This design comes from an exercise in tuning for small area and a short achievable clock period on the open sky130 flow, not from production work. At most, simulation tests tie the RTL to the original design; equivalence was not proved. Power is estimated from default activity; no workload was simulated.

Design SingleCycleCPU, start of the top module:
module SingleCycleCPU(
    input clk, Reset,
    input [31:0] instr,
    output [5:0] opCode,
    output [31:0] ReadData1, ReadData2, currentPC, nextPC, result, DMOut,
    output [4:0] rs, rt
);
Size: ~0.073 mm2 of cells after synthesis.
==> module MemRead, before the edit <==
module MemRead(
    input [511:0] ram,         
    input [63:0] rsel,
    input [15:0] osel,
    output [31:0] word
    );
    wire [7:0] bout [0:3];
    genvar k, b, r, i;
    generate
        for (k = 0; k < 4; k = k + 1) begin : bank
            for (b = 0; b < 8; b = b + 1) begin : bit_
                wire [15:0] col;
                for (r = 0; r < 16; r = r + 1) begin : rr
                    assign col[r] = ram[8*(4*r+k) + b];
                end
                aor16 m(.d(col), .s(rsel[16*k +: 16]), .q(bout[k][b]));
            end
        end
        for (i = 0; i < 4; i = i + 1) begin : ob
            for (b = 0; b < 8; b = b + 1) begin : bit_
                aor4 m(.d({bout[3][b], bout[2][b], bout[1][b], bout[0][b]}),
                       .s(osel[4*i +: 4]), .q(word[31-8*i-7+b]));
            end
        end
    endgenerate
endmodule
export LEC_CHECK = 0
export CAP_MARGIN = 30
export CORE_MARGIN = 2
export CORE_UTILIZATION = 35
export PLACE_DENSITY = 0.65
export SLEW_MARGIN = 30
export SYNTH_HIERARCHICAL = 1
export SYNTH_MINIMUM_KEEP_SIZE = 0
create_clock -name core_clock -period 20.0 [get_ports {clk}]
standard.sh (not shown) runs the stock make flow with config.mk's settings and CLKGATE_MAP_FILE= SYNTH_SCRIPT=/design/flow/synth_recipe.tcl, a recipe that flattens the netlist after the stock synthesis.
==> flow/flow/run.sh <==
#!/bin/bash
# Layout flow: the standard synthesis unchanged, then the standard ORFS
# steps with our own port buffers, clock tree settings and timing target.
set -euo pipefail
HERE=$(cd "$(dirname "$0")" && pwd)
source "$HERE/settings.sh"

bash standard.sh synth > synth.log 2>&1
bash standard.sh \
  BUFFER_PORTS_ARGS="$PORT_BUF_ARGS" \
  CTS_ARGS="$CTS_ARGS_V" \
  SETUP_SLACK_MARGIN="$SETUP_MARGIN" \
  PRE_RESIZE_TCL="$HERE/pre_resize.tcl" \
  $EXTRA_MAKE_ARGS \
  finish > layout.log 2>&1
==> flow/flow/pre_resize.tcl <==
# Stronger buffers on the input ports (they drive the decoders directly).
foreach inst [get_cells input*] {
  replace_cell $inst sky130_fd_sc_hd__buf_8
}
# The last gate of each register-file read bit drives the ALU, comparator,
# memory and output port: use the strongest or3.
foreach inst [get_cells -filter "ref_name == sky130_fd_sc_hd__or3_1"] {
  set net [get_full_name [get_nets -of_objects [get_pins [get_full_name $inst]/A]]]
  if {[string match "rp*" $net]} {
    replace_cell $inst sky130_fd_sc_hd__or3_4
  }
}
==> flow/flow/settings.sh <==
# Settings read by run.sh
PORT_BUF_ARGS="-buffer_cell sky130_fd_sc_hd__buf_2"
CTS_ARGS_V="-sink_clustering_enable -repair_clock_nets -buf_list {sky130_fd_sc_hd__clkbuf_8} -sink_clustering_size 16 -sink_clustering_max_diameter 50 -dont_use_dummy_load"
SETUP_MARGIN=7
EXTRA_MAKE_ARGS=""
The baseline finished with timing, DRC and antenna clean.
Edit:
--- a/flow/design.v
+++ b/flow/design.v
@@ -123,10 +123,22 @@
         end else begin : c5
             g_nand4 o(n[0], n[1], n[2], n[3], q);
         end
     endgenerate
 endmodule
+module aor16h(input [15:0] d, input [15:0] s, output x0, x1);
+    wire [5:0] n;
+    genvar i;
+    generate
+        for (i = 0; i < 5; i = i + 1) begin : a
+            g_aoi222 u(d[3*i], s[3*i], d[3*i+1], s[3*i+1], d[3*i+2], s[3*i+2], n[i]);
+        end
+    endgenerate
+    g_nand2 u5(d[15], s[15], n[5]);
+    g_nand3 c0(n[0], n[1], n[2], x0);
+    g_nand3 c1(n[3], n[4], n[5], x1);
+endmodule
 `timescale 1ns / 1ps
 module inc_r #(parameter W = 14) (input [W-1:0] a, input ci, output [W-1:0] y, output co);
     wire [W:0] c;
     assign c[0] = ci;
     genvar i;
@@ -777,26 +789,30 @@
     input [511:0] ram,         
     input [63:0] rsel,
     input [15:0] osel,
     output [31:0] word
     );
-    wire [7:0] bout [0:3];
+    wire [7:0] bx0 [0:3];
+    wire [7:0] bx1 [0:3];
     genvar k, b, r, i;
     generate
         for (k = 0; k < 4; k = k + 1) begin : bank
             for (b = 0; b < 8; b = b + 1) begin : bit_
                 wire [15:0] col;
                 for (r = 0; r < 16; r = r + 1) begin : rr
                     assign col[r] = ram[8*(4*r+k) + b];
                 end
-                aor16 m(.d(col), .s(rsel[16*k +: 16]), .q(bout[k][b]));
+                aor16h m(.d(col), .s(rsel[16*k +: 16]), .x0(bx0[k][b]), .x1(bx1[k][b]));
             end
         end
         for (i = 0; i < 4; i = i + 1) begin : ob
             for (b = 0; b < 8; b = b + 1) begin : bit_
-                aor4 m(.d({bout[3][b], bout[2][b], bout[1][b], bout[0][b]}),
-                       .s(osel[4*i +: 4]), .q(word[31-8*i-7+b]));
+                aorn #(8) m(.d({bx1[3][b], bx0[3][b], bx1[2][b], bx0[2][b],
+                                bx1[1][b], bx0[1][b], bx1[0][b], bx0[0][b]}),
+                            .s({osel[4*i+3], osel[4*i+3], osel[4*i+2], osel[4*i+2],
+                                osel[4*i+1], osel[4*i+1], osel[4*i], osel[4*i]}),
+                            .q(word[31-8*i-7+b]));
             end
         end
     endgenerate
 endmodule
 module MemWData(
Sequential cell count is unchanged; final cell count increases by 0.68%; worst setup slack gets worse by 0.064 ns; power increases by 1.0%; routed wire length decreases by 1.2%; global-route usage increases by 0.18 points; die area increases by 0.44%; clock skew increases by 0.044 ns; non-clock buffer count increases by 7.
Only the layout flow was run in the second run of this note; the RTL was not checked for function there.

==> what the ideal ports hide <==
Ports are ideal in the flow. The routed layouts listed here were re-timed in OpenROAD.
Step 1 assumes that a clkbuf_16 drives the clock port and a buf_2 every other input.
Step 2 times the ports against the registers' clock, not the clock port: input delays grow and output delays shrink by t, the midpoint of the rising clock arrivals with the driver on.
a / b / c = no drivers / after step 1 / after step 2; a / b = the first two.
| run | t (ns) | slack for setup (ns) | hold WS [ns] | latest minus earliest clock arrival (ns) |
|---|---|---|---|---|
| the first run | 0.992 | 6.926 / 6.865 / 6.865 | 0.464 / 0.464 / 0.464 | 0.161 / 0.161 |
| the second run | 0.969 | 6.862 / 6.795 / 6.795 | 0.469 / 0.469 / 0.469 | 0.205 / 0.206 |
After both steps every run listed still meets setup and hold. The setup slack of the second run, which loses most, moves by -0.067 ns with the drivers and by -0.067 ns with both steps.
